Context: an optimization exercise on an open-source flow, tuned for small area and a short achievable clock period. The choices shown serve that exercise and are no tape-out recipe.
Function was checked by simulation only, so behaviour that the tests miss may differ from the original.

==> flow/design.v <==
module Decoder #(parameter ALU_FUN_WIDTH = 2)
(
	input 	wire  [ALU_FUN_WIDTH-1:0] 			ALU_FUN					,
	input   wire								ALU_EN					,
	output  reg 								Arith_Enable			,
	output 	reg 								Logic_Enable			,
	output 	reg 								CMP_Enable				,
	output 	reg 								Shift_Enable
);
	always@(*)
		begin
			if(ALU_EN)
				begin
					Arith_Enable = 1'b0										;
					Logic_Enable = 1'b0										;
					CMP_Enable	 = 1'b0										;
					Shift_Enable = 1'b0										;
					case (ALU_FUN)				
						'b00:
							begin
								Arith_Enable = 1'b1							;
								Logic_Enable = 1'b0							;
								CMP_Enable	 = 1'b0							;
								Shift_Enable = 1'b0							;
							end
						'b01:
							begin
								Arith_Enable = 1'b0							;
								Logic_Enable = 1'b1							;
								CMP_Enable	 = 1'b0							;
								Shift_Enable = 1'b0							;
							end
						'b10: 
							begin
								Arith_Enable = 1'b0							;
								Logic_Enable = 1'b0							;
								CMP_Enable	 = 1'b1							;
								Shift_Enable = 1'b0							;
							end
						'b11: 
							begin
								Arith_Enable = 1'b0							;
								Logic_Enable = 1'b0							;
								CMP_Enable	 = 1'b0							;
								Shift_Enable = 1'b1							;
							end
						default:
							begin
								Arith_Enable = 1'b0							;
								Logic_Enable = 1'b0							;
								CMP_Enable	 = 1'b0							;
								Shift_Enable = 1'b0							;
							end
					endcase
				end
			else
				begin
					Arith_Enable = 1'b0										;
					Logic_Enable = 1'b0										;
					CMP_Enable	 = 1'b0										;
					Shift_Enable = 1'b0										;
				end
		end
endmodule
module Arithmetic_unit #(parameter 	A_WIDTH = 8	, B_WIDTH = 8 , OUT_WIDTH = 16, ALU_FUN_WIDTH = 2)						
 (									
	input  wire [A_WIDTH-1:0] 			A												,
	input  wire [B_WIDTH-1:0] 			B												,
	input  wire [ALU_FUN_WIDTH-1:0] 	ALU_FUN											,
	input  wire 						Arith_Enable									,
	input  wire 		  				CLK												,
	input  wire						CLK_EN						,
	input  wire							RST												,
	output reg  [OUT_WIDTH-1:0] 		Arith_OUT										,						
	output reg							OUT_VALID							
 );				
	reg 		[OUT_WIDTH-1:0] 		Arith_Result									;
	reg									VALID											;
	always@(posedge CLK or negedge RST)	
		begin	
			if(!RST)
				begin
					Arith_OUT <= 'b0													;
					OUT_VALID <= 'b0													;
				end
			else if(CLK_EN)
				begin
					Arith_OUT <= Arith_Result											;
					OUT_VALID <= VALID													;
				end
		end	
	always@(*)	
		begin	
			VALID = 1'b0																;
			if (Arith_Enable)		
				begin		
					case (ALU_FUN)	
						'b00: Arith_Result = A + B 										; 							
						'b01: Arith_Result = A - B 										; 
						'b10: Arith_Result = A * B 										; 
						'b11: Arith_Result = (B == 'b0) ? 8'hFF : A / B 										; 
						default: Arith_Result = 'b0										;
					endcase
					VALID = 'b1															;
				end
			else
				begin
					Arith_Result = 'b0													;
					VALID = 'b0															;
				end
		end
endmodule
module Logic_unit #(parameter 	A_WIDTH = 8	, B_WIDTH = 8 , OUT_WIDTH = 16, ALU_FUN_WIDTH = 2)									
 (																
	input  wire [A_WIDTH-1:0] 			A									,
	input  wire [B_WIDTH-1:0] 			B									,
	input  wire [ALU_FUN_WIDTH-1:0] 	ALU_FUN								,
	input  wire 						Logic_Enable						,
	input  wire 		  				CLK									,
	input  wire						CLK_EN						,
	input  wire							RST									,
	output reg  [OUT_WIDTH-1:0] 		Logic_OUT							,
	output reg							OUT_VALID					
 );	
	reg 		[OUT_WIDTH-1:0] 		Logic_Result						;
	reg									VALID								;
	always@(posedge CLK or negedge RST)	
		begin	
			if(!RST)
				begin
					Logic_OUT <= 'b0										;
					OUT_VALID <= 'b0										;
				end
			else if(CLK_EN)
				begin
					Logic_OUT <= Logic_Result								;
					OUT_VALID <= VALID										;
				end
		end	
	always@(*)	
		begin	
			VALID = 1'b0													;
			if (Logic_Enable)		
				begin		
					case (ALU_FUN)	
						'b00: 	 Logic_Result = 	A & B					;
						'b01: 	 Logic_Result = 	A | B					;
						'b10: 	 Logic_Result =   ~(A & B)					;
						'b11:	 Logic_Result =   ~(A | B)					;
						default: Logic_Result =   'd0						;
					endcase
					VALID = 'b1												;
				end
			else
				begin
					Logic_Result = 'b0										;
					VALID = 'b0												;
				end
		end
endmodule
module CMP_unit #(parameter 	A_WIDTH = 8	, B_WIDTH = 8 , OUT_WIDTH = 16, ALU_FUN_WIDTH = 2)									
 (																
	input  wire [A_WIDTH-1:0] 			A											,
	input  wire [B_WIDTH-1:0] 			B											,
	input  wire [ALU_FUN_WIDTH-1:0] 	ALU_FUN										,
	input  wire 						CMP_Enable									,
	input  wire 		  				CLK											,
	input  wire						CLK_EN						,
	input  wire							RST											,
	output reg  [OUT_WIDTH-1:0] 		CMP_OUT										,
	output reg							OUT_VALID
 );	
	reg 		[OUT_WIDTH-1:0] 		CMP_Result									;
	reg									VALID										;
	always@(posedge CLK or negedge RST)	
		begin	
			if(!RST)
				begin
					CMP_OUT   <= 'b0												;
					OUT_VALID <= 'b0												;
				end
			else if(CLK_EN)
				begin
					CMP_OUT   <= CMP_Result											;
					OUT_VALID <= VALID												;
				end
		end	
	always@(*)	
		begin	
			VALID = 1'b0															;
			if (CMP_Enable)	
				begin	
					case (ALU_FUN)
						'b01: CMP_Result = (A == B) ? 'd1 : 'd0 					;				
						'b10: CMP_Result = (A > B)  ? 'd2 : 'd0 					;
						'b11: CMP_Result = (A < B)  ? 'd3 : 'd0 					;
						default: CMP_Result = 'd0  									;
					endcase
					VALID = 'b1														;
				end
			else
				begin
					CMP_Result = 'b0												;
					VALID = 'b0														;
				end
		end
endmodule
module Shift_unit #(parameter 	A_WIDTH = 8	, B_WIDTH = 8 , OUT_WIDTH = 16, ALU_FUN_WIDTH = 2)									
 (																
	input  wire [A_WIDTH-1:0] 			A									,
	input  wire [B_WIDTH-1:0] 			B									,
	input  wire [ALU_FUN_WIDTH-1:0] 	ALU_FUN								,
	input  wire 						Shift_Enable						,
	input  wire 		  				CLK									,
	input  wire						CLK_EN						,
	input  wire							RST									,
	output reg  [OUT_WIDTH-1:0] 		Shift_OUT							,
	output reg							OUT_VALID	
 );
	reg 		[OUT_WIDTH-1:0] 		Shift_Result						;
	reg									VALID								;
	always@(posedge CLK or negedge RST)	
		begin	
			if(!RST)
				begin
					Shift_OUT <= 'b0										;
					OUT_VALID <= 'b0										;
				end
			else if(CLK_EN)
				begin
					Shift_OUT <= Shift_Result								;
					OUT_VALID <= VALID										;
				end
		end	
	always@(*)	
		begin	
			VALID = 1'b0													;
			if (Shift_Enable)	
				begin	
					case (ALU_FUN)
						'b00: 	 Shift_Result = A >> 1'b1					;				
						'b01: 	 Shift_Result = A << 1'b1					;
						'b10:	 Shift_Result = B >> 1'b1					;
						'b11: 	 Shift_Result = B << 1'b1					;
						default: Shift_Result = 'd0							;
					endcase
					VALID = 'b1												;
				end
			else
				begin
					Shift_Result = 'b0										;
					VALID = 'b0												;
				end
		end
endmodule
module ALU_Top #(parameter 	A_WIDTH = 8	, B_WIDTH = 8 , OUT_WIDTH = 16, ALU_FUN_WIDTH = 4)
(	
	input  wire [A_WIDTH-1:0] 			A							,
	input  wire [B_WIDTH-1:0] 			B							,
	input  wire [ALU_FUN_WIDTH-1:0] 	ALU_FUN						,
	input  wire							ALU_EN						,
	input  wire 		  				CLK							,
	input  wire						CLK_EN						,
	input  wire							RST							,
	output reg  [OUT_WIDTH-1:0] 		ALU_OUT						,	
	output reg							OUT_VALID
);
	wire 								Arith_en					;
	wire 								Logic_en					;
	wire 								CMP_en						;
	wire 								Shift_en					;
	wire        [OUT_WIDTH-1:0]			Arith_OUT					;
	wire        [OUT_WIDTH-1:0]			Logic_OUT					;
	wire        [OUT_WIDTH-1:0]			CMP_OUT						;
	wire        [OUT_WIDTH-1:0]			Shift_OUT					;
	wire								Valid_Arith					;
	wire								Valid_Logic					;
	wire								Valid_CMP					;
	wire								Valid_Shift					;
	reg  		[OUT_WIDTH-1:0] 		Result_out					;
	reg									Valid						;
	always@(posedge CLK or negedge RST)
		begin
			if(!RST)
				begin
					ALU_OUT   <= 'b0								;
					OUT_VALID <= 'b0								;
				end			
			else if(CLK_EN)			
				begin			
					ALU_OUT   <= Result_out							;
					OUT_VALID <= Valid								;
				end
		end
	always@(*)
		begin
			if(ALU_EN)
				begin
					Result_out   = 'b0								;
					Valid = 1'b0									;
					case (ALU_FUN[3:2])				
						'b00:
							begin
								Result_out	 = Arith_OUT			;
								Valid		 = Valid_Arith			;
							end
						'b01:
							begin
								Result_out	 = Logic_OUT			;
								Valid		 = Valid_Logic			;
							end
						'b10: 
							begin
								Result_out	 = CMP_OUT				;
								Valid		 = Valid_CMP			;
							end
						'b11: 
							begin
								Result_out	 = Shift_OUT			;
								Valid		 = Valid_Shift			;
							end
						default:
							begin
								Result_out	 = 'b0					;
								Valid		 = 'b0					;
							end
					endcase
				end
			else
				begin
					Result_out	 = 'b0								;
					Valid		 = 'b0								;
				end
		end	
	Decoder #(.ALU_FUN_WIDTH (ALU_FUN_WIDTH-2))
	D1
	(																
		.ALU_FUN(ALU_FUN[3:2])										,
		.ALU_EN(ALU_EN)												,
		.Arith_Enable(Arith_en)										,
		.Logic_Enable(Logic_en)										,
		.CMP_Enable(CMP_en)											,
		.Shift_Enable(Shift_en)
	);
	Arithmetic_unit #(.A_WIDTH(A_WIDTH), .B_WIDTH(B_WIDTH), .OUT_WIDTH(OUT_WIDTH), .ALU_FUN_WIDTH(ALU_FUN_WIDTH-2))		
	Arith 
	(			
		.A(A)													,
		.B(B)													,
		.ALU_FUN(ALU_FUN[1:0])									,
		.Arith_Enable(Arith_en)									,
		.CLK(CLK)												,
		.CLK_EN(CLK_EN)											,
		.RST(RST)												,
		.Arith_OUT(Arith_OUT)									,						
		.OUT_VALID(Valid_Arith)	
	);
	Logic_unit #(.A_WIDTH(A_WIDTH), .B_WIDTH(B_WIDTH), .OUT_WIDTH(OUT_WIDTH), .ALU_FUN_WIDTH(ALU_FUN_WIDTH-2))			
	Logic 
	(				
		.A(A)														,
		.B(B)														,
		.ALU_FUN(ALU_FUN[1:0])										,
		.Logic_Enable(Logic_en)										,
		.CLK(CLK)													,
		.CLK_EN(CLK_EN)											,
		.RST(RST)													,
		.Logic_OUT(Logic_OUT)										,
		.OUT_VALID(Valid_Logic)			
	);		
	CMP_unit #(.A_WIDTH(A_WIDTH), .B_WIDTH(B_WIDTH), .OUT_WIDTH(OUT_WIDTH), .ALU_FUN_WIDTH(ALU_FUN_WIDTH-2))			
	CMP
	(		
		.A(A)														,
		.B(B)														,
		.ALU_FUN(ALU_FUN[1:0])										,
		.CMP_Enable(CMP_en)											,
		.CLK(CLK)													,
		.CLK_EN(CLK_EN)											,
		.RST(RST)													,
		.CMP_OUT(CMP_OUT)											,
		.OUT_VALID(Valid_CMP)
	);	  			
	Shift_unit #(.A_WIDTH(A_WIDTH), .B_WIDTH(B_WIDTH), .OUT_WIDTH(OUT_WIDTH), .ALU_FUN_WIDTH(ALU_FUN_WIDTH-2))				
	Shift 
	(							
		.A(A)														,
		.B(B)														,
		.ALU_FUN(ALU_FUN[1:0])										,
		.Shift_Enable(Shift_en)										,
		.CLK(CLK)													,
		.CLK_EN(CLK_EN)											,
		.RST(RST)													,
		.Shift_OUT(Shift_OUT)										,
		.OUT_VALID(Valid_Shift)								
	);
 endmodule
module Register8x16 #(parameter WIDTH = 8, DEPTH = 16, ADDRESS_WIDTH = 4)			
(			
	input 	wire [WIDTH-1:0] 			WrData					,
	input 	wire [ADDRESS_WIDTH-1:0] 	Address					,
	input 	wire		  				WrEn					,
	input 	wire		  				RdEn					,
	input 	wire		  				CLK						,
	input 	wire		  				RST						,
	output 	reg	 [WIDTH-1:0]			RdData					,
	output	reg							RdData_Valid			,
	output	wire [WIDTH-1:0]			REG0					,
	output	wire [WIDTH-1:0]			REG1					
);
	reg 		 [WIDTH-1:0] 			Register [DEPTH-1:0]	;
	integer 							i						;
	assign REG0 = Register[0]									;
	assign REG1 = Register[1]									;
	always@(posedge CLK or negedge RST)
		begin
			if(!RST)
				begin
					RdData       <= 'b0							;
					RdData_Valid <= 'b0							;
					for ( i = 0 ; i < DEPTH ; i = i + 1 )
						Register[i] <= 'd0						;
				end
			else
				begin
					if(WrEn)
						begin
							Register[Address] <= WrData 		;
							RdData_Valid 	  <= 'b0			;
						end
					else if(RdEn)	
						begin
							RdData <= Register[Address]			;
							RdData_Valid <= 'b1					;
						end
					else
						RdData_Valid <= 'b0						;	
				end
		end
endmodule
module SYST_CTRL #(parameter ADDRESS_WIDTH = 4, ALU_FUN_WIDTH = 4, ALU_OUT_WIDTH = 16, DATA_WIDTH = 8)
(
    input wire [DATA_WIDTH    - 1 : 0]		RdData					                ,
    input wire						        RdData_Valid			                ,
    input wire [ALU_OUT_WIDTH - 1 : 0] 	    ALU_OUT					                ,	
    input wire						        ALU_OUT_VALID                           ,
    input wire [DATA_WIDTH    - 1 : 0]      RX_P_DATA                               ,
    input wire                              RX_data_valid                           ,
    input wire                              TX_Busy                                 ,
    input wire		  				        REF_CLK					                ,
    input wire		  				        RST						                ,
    output reg [DATA_WIDTH    - 1 : 0]      WrData					                ,
    output reg [ADDRESS_WIDTH - 1 : 0] 	    Address					                ,
    output reg		  				        WrEn					                ,
    output reg		  				        RdEn					                ,
    output reg                              CLK_EN                                  ,
    output reg                              CLK_DIV_EN                              ,  
    output reg [ALU_FUN_WIDTH - 1 : 0] 	    ALU_FUN					                ,
    output reg						        ALU_EN					                ,   
    output reg [DATA_WIDTH    - 1 : 0]      TX_P_DATA                               ,
    output reg                              TX_DATA_VALID           					
);
    reg        [3 : 0]	                    current_state	                        ;
    reg        [3 : 0]	                    next_state		                        ;
    localparam [3 : 0]      IDLE                = 4'b0000                           ,
				            RF_Wr_Addr          = 4'b0001                           ,
				            RF_Wr_Data          = 4'b0010                           ,
				            RF_Rd_Addr          = 4'b0011                           ,
                            ALU_OPER_W_OP_A     = 4'b0100                           ,
                            ALU_OPER_W_OP_B     = 4'b0101                           ,
                            ALU_FUN_ST          = 4'b0110                           ,
                            ALU_Result          = 4'b0111                           ,
                            RF_Rd_Wait          = 4'b1000                           ,
                            TX_Send             = 4'b1001                           ,
                            TX_ALU2             = 4'b1010                           ;
    localparam [7 : 0]      RF_WRITE_CMD        = 8'hAA                             ,
                            RF_READ_CMD         = 8'hBB                             ,
                            ALU_W_OP_CMD        = 8'hCC                             ,
                            ALU_WN_OP_CMD       = 8'hDD                             ;
    reg        [ADDRESS_WIDTH - 1 : 0]          Address_REG                         ;
    reg                                         Address_En                          ;
    reg        [DATA_WIDTH    - 1 : 0]          TX_DATA_REG                         ;
    reg        [DATA_WIDTH    - 1 : 0]          TX_DATA_MUX_OUT                     ;
    reg        [1                 : 0]          MUX_SEL                             ;
    reg        [ALU_FUN_WIDTH - 1 : 0]          Fun_REG                             ;
    reg                                         Rsp_ALU                             ;
    always @ (posedge REF_CLK or negedge RST)
        begin
            if(!RST)
                current_state <= IDLE                                               ;
            else
                current_state <= next_state                                         ;
        end
    always @ (*)
        begin
            case(current_state)
                IDLE : 
                    begin
                        if(RX_data_valid)
                            begin
                                case(RX_P_DATA)
                                    RF_WRITE_CMD  : next_state = RF_Wr_Addr         ;
                                    RF_READ_CMD   : next_state = RF_Rd_Addr         ;
                                    ALU_W_OP_CMD  : next_state = ALU_OPER_W_OP_A    ;
                                    ALU_WN_OP_CMD : next_state = ALU_FUN_ST         ;
                                    default       : next_state = IDLE               ;
                                endcase
                            end
                        else
                            next_state = IDLE                                       ;
                    end       
                RF_Wr_Addr :
                    begin
                        if(RX_data_valid)
                            next_state = RF_Wr_Data                                 ;
                        else
                            next_state = RF_Wr_Addr                                 ;
                    end   
                RF_Wr_Data : 
                    begin
                        if(RX_data_valid)
                            next_state = IDLE                                       ;
                        else
                            next_state = RF_Wr_Data                                 ;
                    end             
                RF_Rd_Addr : 
                    begin
                        if(RX_data_valid)
                            next_state = RF_Rd_Wait                                 ;
                        else
                            next_state = RF_Rd_Addr                                 ;
                    end 
                RF_Rd_Wait:
                    begin
                        if(RdData_Valid)
                            next_state = TX_Send                                    ;
                        else
                            next_state = RF_Rd_Wait                                 ;
                    end
                ALU_OPER_W_OP_A : 
                    begin
                        if(RX_data_valid)
                            next_state = ALU_OPER_W_OP_B                            ;
                        else
                            next_state = ALU_OPER_W_OP_A                            ;
                    end  
                ALU_OPER_W_OP_B :
                    begin
                        if(RX_data_valid)
                            next_state = ALU_FUN_ST                                 ;
                        else
                            next_state = ALU_OPER_W_OP_B                            ;
                    end   
                ALU_FUN_ST : 
                    begin
                        if(RX_data_valid)
                            next_state = ALU_Result                                 ;
                        else
                            next_state = ALU_FUN_ST                                 ;
                    end   
                ALU_Result :
                    begin
                        if(ALU_OUT_VALID )
                            next_state = TX_Send                                    ;
                        else 
                            next_state = ALU_Result                                 ;
                    end  
                TX_Send:
                    begin
                        if(TX_Busy)
                            next_state = TX_Send                                    ;
                        else if (Rsp_ALU && ALU_OUT [DATA_WIDTH*2-1:DATA_WIDTH] != 'b0) 
                            next_state = TX_ALU2                                    ;
                        else
                            next_state = IDLE                                       ;    
                    end
                TX_ALU2:
                    begin
                        if(TX_Busy)
                            next_state = TX_ALU2                                    ;
                        else
                            next_state = IDLE                                       ;
                    end
                default: next_state = IDLE                                          ;
            endcase
        end
    always @ (*)
        begin
            WrData		  = 'b0                                                     ;
            Address_En    = 'b0                                                     ;
            WrEn		  = 'b0                                                     ;
            RdEn		  = 'b0                                                     ;
            CLK_EN        = 'b0                                                     ;
            CLK_DIV_EN    = 'b1                                                     ;
            ALU_FUN		  = 'b0                                                     ;
            ALU_EN		  = 'b0                                                     ;
            MUX_SEL       = 'b00                                                      ;
            TX_DATA_VALID = 'b0                                                     ;
            TX_P_DATA     = 'b0                                                     ;
            Address       = 'b0                                                     ;
            case(current_state)
                IDLE : 
                    begin
                        WrData		  = 'b0                                         ;
                        Address_En    = 'b0                                         ;
                        WrEn		  = 'b0                                         ;
                        RdEn		  = 'b0                                         ;
                        CLK_EN        = 'b0                                         ;
                        CLK_DIV_EN    = 'b1                                         ;
                        ALU_FUN		  = 'b0                                         ;
                        ALU_EN		  = 'b0                                         ;
                        MUX_SEL       = 'b00                                        ;
                        TX_DATA_VALID = 'b0                                         ;
                        TX_P_DATA     = 'b0                                         ;
                    end       
                RF_Wr_Addr :
                    begin
                        if(RX_data_valid)
                            Address_En = 'b1                                        ;
                        else
                            Address_En = 'b0                                        ;
                    end        
                RF_Wr_Data : 
                    begin
                        if(RX_data_valid)
                            begin
                                WrEn		= 'b1                                   ;
                                WrData		= RX_P_DATA                             ;
                                Address     = Address_REG                           ;
                            end
                        else
                            begin
                                WrEn		= 'b0                                   ;
                                WrData		= RX_P_DATA                             ;
                                Address     = Address_REG                           ;
                            end
                    end             
                RF_Rd_Addr : 
                    begin
                        if(RX_data_valid)
                            Address_En = 'b1                                        ;
                        else
                            Address_En = 'b0                                        ;
                    end
                RF_Rd_Wait:
                    begin
                        RdEn		= 'b1                                           ;
                        Address     = Address_REG                                   ;
                        if(RdData_Valid)
                            MUX_SEL     = 'b10                                      ;
                        else
                            MUX_SEL     = 'b00                                      ;
                    end
                ALU_OPER_W_OP_A : 
                    begin
                        if(RX_data_valid)
                            begin
                                WrEn		= 'b1                                   ;
                                WrData		= RX_P_DATA                             ;
                                Address     = 'b0                                   ;
                                ALU_EN      = 'b0                                   ;
                            end
                        else
                            begin
                                WrEn		= 'b0                                   ;
                                WrData		= RX_P_DATA                             ;
                                Address     = 'b0                                   ;
                                ALU_EN      = 'b0                                   ;
                            end
                    end  
                ALU_OPER_W_OP_B :
                    begin
                        if(RX_data_valid)
                            begin
                                WrEn		= 'b1                                   ;
                                WrData		= RX_P_DATA                             ;
                                Address     = 'b1                                   ;
                                ALU_EN      = 'b0                                   ;
                            end
                        else
                            begin
                                WrEn		= 'b0                                   ;
                                WrData		= RX_P_DATA                             ;
                                Address     = 'b1                                   ;
                                ALU_EN      = 'b0                                   ;
                            end
                    end   
                ALU_FUN_ST : 
                    begin
                        CLK_EN = 'b1                                                ;
                        if(RX_data_valid)
                            begin
                                ALU_EN = 'b1                                        ;	
                                ALU_FUN	= RX_P_DATA                                 ;
                            end
                        else
                            begin
                                ALU_EN = 'b0                                        ;	
                                ALU_FUN	= RX_P_DATA                                 ;
                            end
                    end   
                ALU_Result :
                    begin
                        CLK_EN = 'b1                                                ;
                        ALU_EN = 'b1                                                ;
                        ALU_FUN = Fun_REG                                           ;
                        if(ALU_OUT_VALID )
                        begin
                            CLK_EN      = 'b0                                       ;
                            ALU_EN      = 'b0                                       ;
                            MUX_SEL     = 'b01                                      ;
                        end
                        else
                            MUX_SEL     = 'b00                                      ;
                    end  
                TX_Send:
                    begin
                        if (TX_Busy) 
                            begin
                                TX_DATA_VALID = 'b0                                 ;
                                TX_P_DATA     = TX_DATA_REG                         ;
                            end
                        else
                            begin
                                TX_DATA_VALID = 'b1                                 ;
                                TX_P_DATA     = TX_DATA_REG                         ;
                                if(Rsp_ALU && ALU_OUT [DATA_WIDTH*2-1:DATA_WIDTH] != 'b0) 
                                    MUX_SEL = 'b11                                  ;
                                else
                                    MUX_SEL = 'b00                                  ;    
                            end
                    end
                TX_ALU2:
                    begin
                        if(TX_Busy)
                            begin
                                TX_DATA_VALID = 'b0                                 ;
                                TX_P_DATA     = TX_DATA_REG                         ;
                            end
                        else
                            begin
                                TX_DATA_VALID = 'b1                                 ;
                                TX_P_DATA     = TX_DATA_REG                         ;
                            end
                    end
                default:
                    begin
                        WrData		  = 'b0                                         ;
                        Address_En    = 'b0                                         ;
                        WrEn		  = 'b0                                         ;
                        RdEn		  = 'b0                                         ;
                        CLK_EN        = 'b0                                         ;
                        CLK_DIV_EN    = 'b1                                         ;
                        ALU_FUN		  = 'b0                                         ;
                        ALU_EN		  = 'b0                                         ;
                        MUX_SEL       = 'b00                                        ;
                        TX_DATA_VALID = 'b0                                         ;
                        TX_P_DATA     = 'b0                                         ;
                    end
            endcase
        end
    always@(*)
        begin
            case(MUX_SEL)
                'b00    :   TX_DATA_MUX_OUT = 'b0                                   ;
                'b01    :   TX_DATA_MUX_OUT = ALU_OUT [DATA_WIDTH:0]                ;
                'b11    :   TX_DATA_MUX_OUT = ALU_OUT [DATA_WIDTH*2-1:DATA_WIDTH]   ;
                'b10    :   TX_DATA_MUX_OUT = RdData                                ;
                default :   TX_DATA_MUX_OUT = 'b0                                   ;
            endcase
        end
    always@(posedge REF_CLK or negedge RST)
        begin
            if(!RST)
                TX_DATA_REG <= 'b0                                                  ;
            else if(MUX_SEL != 'b00)
                TX_DATA_REG <= TX_DATA_MUX_OUT                                      ;
        end
    always@(posedge REF_CLK or negedge RST)
        begin
            if(!RST)
                Address_REG <= 'b0                                                  ;
            else if(Address_En)
                Address_REG <= RX_P_DATA                                            ;
        end
    always@(posedge REF_CLK or negedge RST)
        begin
            if(!RST)
                Fun_REG <= 'b0                                                      ;
            else if(current_state == ALU_FUN_ST && RX_data_valid)
                Fun_REG <= RX_P_DATA                                                ;
        end
    always@(posedge REF_CLK or negedge RST)
        begin
            if(!RST)
                Rsp_ALU <= 'b0                                                      ;
            else if(current_state == ALU_Result)
                Rsp_ALU <= 'b1                                                      ;
            else if(current_state == RF_Rd_Wait)
                Rsp_ALU <= 'b0                                                      ;
        end
endmodule
module SYS_CORE (
    input  wire       CLK,
    input  wire       RST,
    input  wire [7:0] RX_P_DATA,
    input  wire       RX_data_valid,
    input  wire       TX_Busy,
    output wire [7:0] TX_P_DATA,
    output wire       TX_DATA_VALID
);
    wire [7:0]  RdData;
    wire        RdData_Valid;
    wire [7:0]  WrData;
    wire [3:0]  Address;
    wire        WrEn;
    wire        RdEn;
    wire [15:0] ALU_OUT;
    wire        ALU_OUT_VALID;
    wire [3:0]  ALU_FUN;
    wire        ALU_EN;
    wire        ALU_CLK_EN;
    wire        CLK_DIV_EN;
    wire [7:0]  Operand_A;
    wire [7:0]  Operand_B;
    SYST_CTRL #(.ADDRESS_WIDTH(4), .ALU_FUN_WIDTH(4), .ALU_OUT_WIDTH(16), .DATA_WIDTH(8))
    CTRL (
        .RdData(RdData), .RdData_Valid(RdData_Valid),
        .ALU_OUT(ALU_OUT), .ALU_OUT_VALID(ALU_OUT_VALID),
        .RX_P_DATA(RX_P_DATA), .RX_data_valid(RX_data_valid),
        .TX_Busy(TX_Busy),
        .REF_CLK(CLK), .RST(RST),
        .WrData(WrData), .Address(Address), .WrEn(WrEn), .RdEn(RdEn),
        .CLK_EN(ALU_CLK_EN), .CLK_DIV_EN(CLK_DIV_EN),
        .ALU_FUN(ALU_FUN), .ALU_EN(ALU_EN),
        .TX_P_DATA(TX_P_DATA), .TX_DATA_VALID(TX_DATA_VALID)
    );
    Register8x16 #(.WIDTH(8), .DEPTH(16), .ADDRESS_WIDTH(4))
    REG (
        .WrData(WrData), .Address(Address), .WrEn(WrEn), .RdEn(RdEn),
        .CLK(CLK), .RST(RST),
        .RdData(RdData), .RdData_Valid(RdData_Valid),
        .REG0(Operand_A), .REG1(Operand_B)
    );
    ALU_Top #(.A_WIDTH(8), .B_WIDTH(8), .OUT_WIDTH(16), .ALU_FUN_WIDTH(4))
    ALU (
        .A(Operand_A), .B(Operand_B), .ALU_FUN(ALU_FUN), .ALU_EN(ALU_EN),
        .CLK(CLK), .CLK_EN(ALU_CLK_EN), .RST(RST),
        .ALU_OUT(ALU_OUT), .OUT_VALID(ALU_OUT_VALID)
    );
endmodule
==> flow/run.sh <==
#!/bin/bash
# synth_recipe.tcl (not shown) runs the flow's synth.tcl, then flattens the netlist and writes it again
# the make line also repeats each setting of config.mk as NAME=value (left out here)
make -C /OpenROAD-flow-scripts/flow DESIGN_CONFIG=/design/flow/config.mk WORK_HOME=/design/flow/orfs CLKGATE_MAP_FILE= SYNTH_SCRIPT=/design/flow/synth_recipe.tcl finish
==> flow/config.mk <==
export PLATFORM = sky130hd
export DESIGN_NAME = SYS_CORE
export DESIGN_NICKNAME = SYS_CORE
export VERILOG_FILES = /design/flow/design.v
export SDC_FILE = /design/flow/constraint.sdc
export NUM_CORES = 4
export LEC_CHECK = 0
export CAP_MARGIN = 20
export CORE_MARGIN = 2
export CORE_UTILIZATION = 40
export SLEW_MARGIN = 20
==> flow/constraint.sdc <==
create_clock -name core_clock -period 28.0 [get_ports {CLK}]
set_input_delay 5.6000 -clock core_clock [delete_from_list [all_inputs] [get_ports {CLK}]]
set_output_delay 5.6000 -clock core_clock [all_outputs]
set_load 0.01 [all_outputs]
==> flow_metrics.tcl <==
set metrics [dict create \
    status "timing/DRC/antenna clean" \
    overflow 0 \
    h-tree-depth 1 \
    syn_area_per_cell_sq_um 9.26 \
    core_sq_um 45100 \
    synth_cell_types 96 \
    cp_slowest_cell "or4_1" \
    max-slew-margin-rel_pct 32.8 \
    synth_edf_count 0 \
    async_flop_share_pct 100 \
    wl_per_cell_um 19.8 \
    clkTransAtPathRegs_ns 0.07 \
    cts_hold_buf 0 \
    netlist_instances 1965 \
    die_x_um 217 \
    grt_pass1_wl_um 83300 \
    synth_area_sq_um 18200 \
    synth_top_area_share_pct 29.6 \
    antenna_found_initial 0 \
    critPathRequiredTime_ns 28.39 \
    fin_crit_sh_pct 95.0 \
    gp_congestion 0.914 \
    crit_family "compound AO/OA/AOI/OAI gates" \
    fmax_ghz 0.0376 \
    gr-usage-all-layers_pct 22.0 \
    io_pins 21 \
    arrival_ns 26.99 \
    place_inst 2566 \
    rr_worst_depth 135 \
    synthTopCellsByArea "dfrtp_1, ha_1, mux2_2" \
    period_minus_slack_ns 26.60 \
    crit_path_frequent_cell "o21a_1" \
    drt_pre_antenna_iters 5 \
    clock_skew_ns 0.0104 \
    ys_seq_area_share_pct 29.6 \
    path_class "reg -> reg" \
    critPathMaxStageDelay_ns 0.57 \
    r2r-end "ALU.Arith.Arith_OUT[0]" \
    finalNonFillerCells 2650 \
    hold_path_class "reg -> reg" \
    ant_nets 0 \
    ff2ff_setup_slack_ns 1.40 \
    synth_top_area_cell "dfrtp_1" \
    grt_pass1_vias 15200 \
    area_growth_pct 13.8 \
    fin_nets 2248 \
    vias_per_cell 5.82 \
    hold_start "ALU.Logic.Logic_OUT[7]" \
    yosysMostFrequentCell "dfrtp_1" \
    clock-sinks 215 \
    critPathMaxFanout 9 \
    cts_buffer_depth 3 \
    synth_ff_type "dfrtp_1" \
    cp-end-kind "register" \
    die_h_um 217 \
    start_util_pct 40.4 \
    drc_errors 0 \
    port_buffers 20 \
    hold_viol 0 \
    clockRootBuffer "clkbuf_16" \
    worst_pin_slew_ns 1.01 \
    routed_wl_um 52400 \
    grt_max_degree 138 \
    rows 78 \
    maxCapViolCount 0 \
    start_kind "register" \
    ys_warn_count 9 \
    worstReg2RegStart "REG.Register[1][6]" \
    final_util_pct 45.9 \
    numCtsBuffers 21 \
    finalSetupViolCount 0 \
    ys_ff_latch 215 \
    num_antenna_cells 0 \
    vias 15400 \
    die-area_sq_um 47200 \
    path_buf_inv 6 \
    cts_tree "yes" \
    clk_latency_ns 0.52 \
    setup_tns_ns 0 \
    whs_path_depth 2 \
    dpl.hpwl_um 36600 \
    drv_slew 0 \
    drtIter0Drc 1014 \
    synthTopCellsByCount "dfrtp_1, nand2_1, nor2_1, ha_1, mux2_2" \
    hold_end "ALU.ALU_OUT[7]" \
    drive_gt1_share_pct 20.4 \
]
[area by class of cell]
class | instances | area, sq um
Sequential cell | 215 | 5380
Timing Repair Buffer | 130 | 1050
Tap cell | 600 | 751
Clock buffer | 28 | 592
Inverter | 83 | 312
Multi-Input combinational cell | 1585 | 12500
Clock inverter | 9 | 83.8
Fill cell | 4339 | 24400
[state kept, by name (all words and copies together), names as in the netlist]
name and flops:
REG.Register 128, ALU.ALU_OUT 16, ALU.Arith.Arith_OUT 16, ALU.Logic.Logic_OUT 9, ALU.Shift.Shift_OUT 9, CTRL.TX_DATA_REG 8
REG.RdData 8, CTRL.Address_REG 4, CTRL.Fun_REG 4, CTRL.current_state 4, ALU.CMP.CMP_OUT 2, ALU.Arith.OUT_VALID 1
ALU.CMP.OUT_VALID 1, ALU.Logic.OUT_VALID 1, ALU.OUT_VALID 1, ALU.Shift.OUT_VALID 1, CTRL.Rsp_ALU 1, REG.RdData_Valid 1
[tightest hold or removal path, stage by stage, from the launching register on]
cell and delay, ns:
dfrtp_1 0.35, nand2_1 0.05, nand2_1 0.05
[layout by cell type, fill, tap and decap left out, drive strengths merged, types with 14 or more instances in the layout]
cell,count
buf,111
o31ai,20
or3,21
nor3,63
a22o,25
o21ai,116
o21bai,14
dfrtp,215
nor4,17
nor2,173
clkdlybuf4s50,19
xnor2,38
mux2,163
ha,162
nand3,41
nor2b,18
mux2i,26
o21a,47
nand2,195
inv,83
a21oi,106
clkbuf,28
a21o,36
nand2b,14
fa,38
xor2,26
a22oi,31
[stage by stage]
stage	hold slack, ns	setup WS (ns)	cell area [sq um]
floorplan	0.439	0.947	18200
global route	0.491	-0.174	20700
detailed placement	0.461	-0.130	19300
global placement	0.455	0.542	19300
finish	0.477	1.40	20700
CTS	0.478	0.0279	20000
[what timing repair did]
action                     in CTS  in global routing
pin swaps                       2                 33
resized for setup               4                 67
setup endpoints to repair       1                  2
buffers inserted                3                 42
gates cloned                    0                  1
[cells by family after synthesis]
group | count (synthesis) | share of synthesized area (%)
simple gates | 593 | 15.2
buf+inv | 173 | 3.73
fa+ha+maj | 201 | 15.4
xor+xnor | 64 | 3.08
mux | 201 | 13.1
flops | 215 | 29.6
compound gates | 517 | 19.9
other cells | 1 | 0.0206
[per-layer routing]
metal | wire length (um) | GRT usage, % | share of wire [%] | vias to the layer above
met5 | 0 | 0 | 0 | -
met1 | 23800 | 30.6 | 45 | 7556
met3 | 2500 | 2.32 | 4.8 | 109
met2 | 24300 | 36.1 | 46 | 433
li1 | - | - | - | 7333
met4 | 1840 | 6.76 | 3.5 | 0
[how the worst max path moves through the flow]
stage,startpoint,end,slack (ns),cells after the start
after global routing,REG.Register[1][0],ALU.Arith.Arith_OUT[0],-0.17,139
after CTS,REG.Register[1][0],ALU.Arith.Arith_OUT[0],0.03,131
final,REG.Register[1][6],ALU.Arith.Arith_OUT[0],1.40,135
after detailed placement,REG.Register[1][0],ALU.Arith.Arith_OUT[0],-0.13,129
after global placement,REG.Register[1][0],ALU.Arith.Arith_OUT[0],0.54,130
after floorplan,REG.Register[1][2],ALU.Arith.Arith_OUT[0],0.95,136

afterwards: timing with drivers on the ports:
Ports are ideal in the flow. The routed layout listed here was re-timed in OpenROAD.
Step 1 assumes that a clkbuf_16 drives the clock port and a buf_2 every other input.
Step 2 adds t to the input delays and takes it off the output delays; t is the mean of the earliest and latest rising clock arrival at the registers after step 1. Input paths then give back, and output paths get back, about the clock's delay inside the block.
Slacks: no drivers / after step 1 / after step 2; pairs: no drivers / after step 1.
shift t [ns]: 0.561
setup slack, ns: 1.402 / 1.402 / 1.402
worst setup path after step 2: register to register
latest minus earliest clock arrival (ns): 0.014 / 0.014
worst register clock-pin slew, ns: 0.07 / 0.07
After both steps setup and hold are still met in this run. For this run, drivers alone change the setup slack by 0.000 ns; drivers and shift together by 0.000 ns.
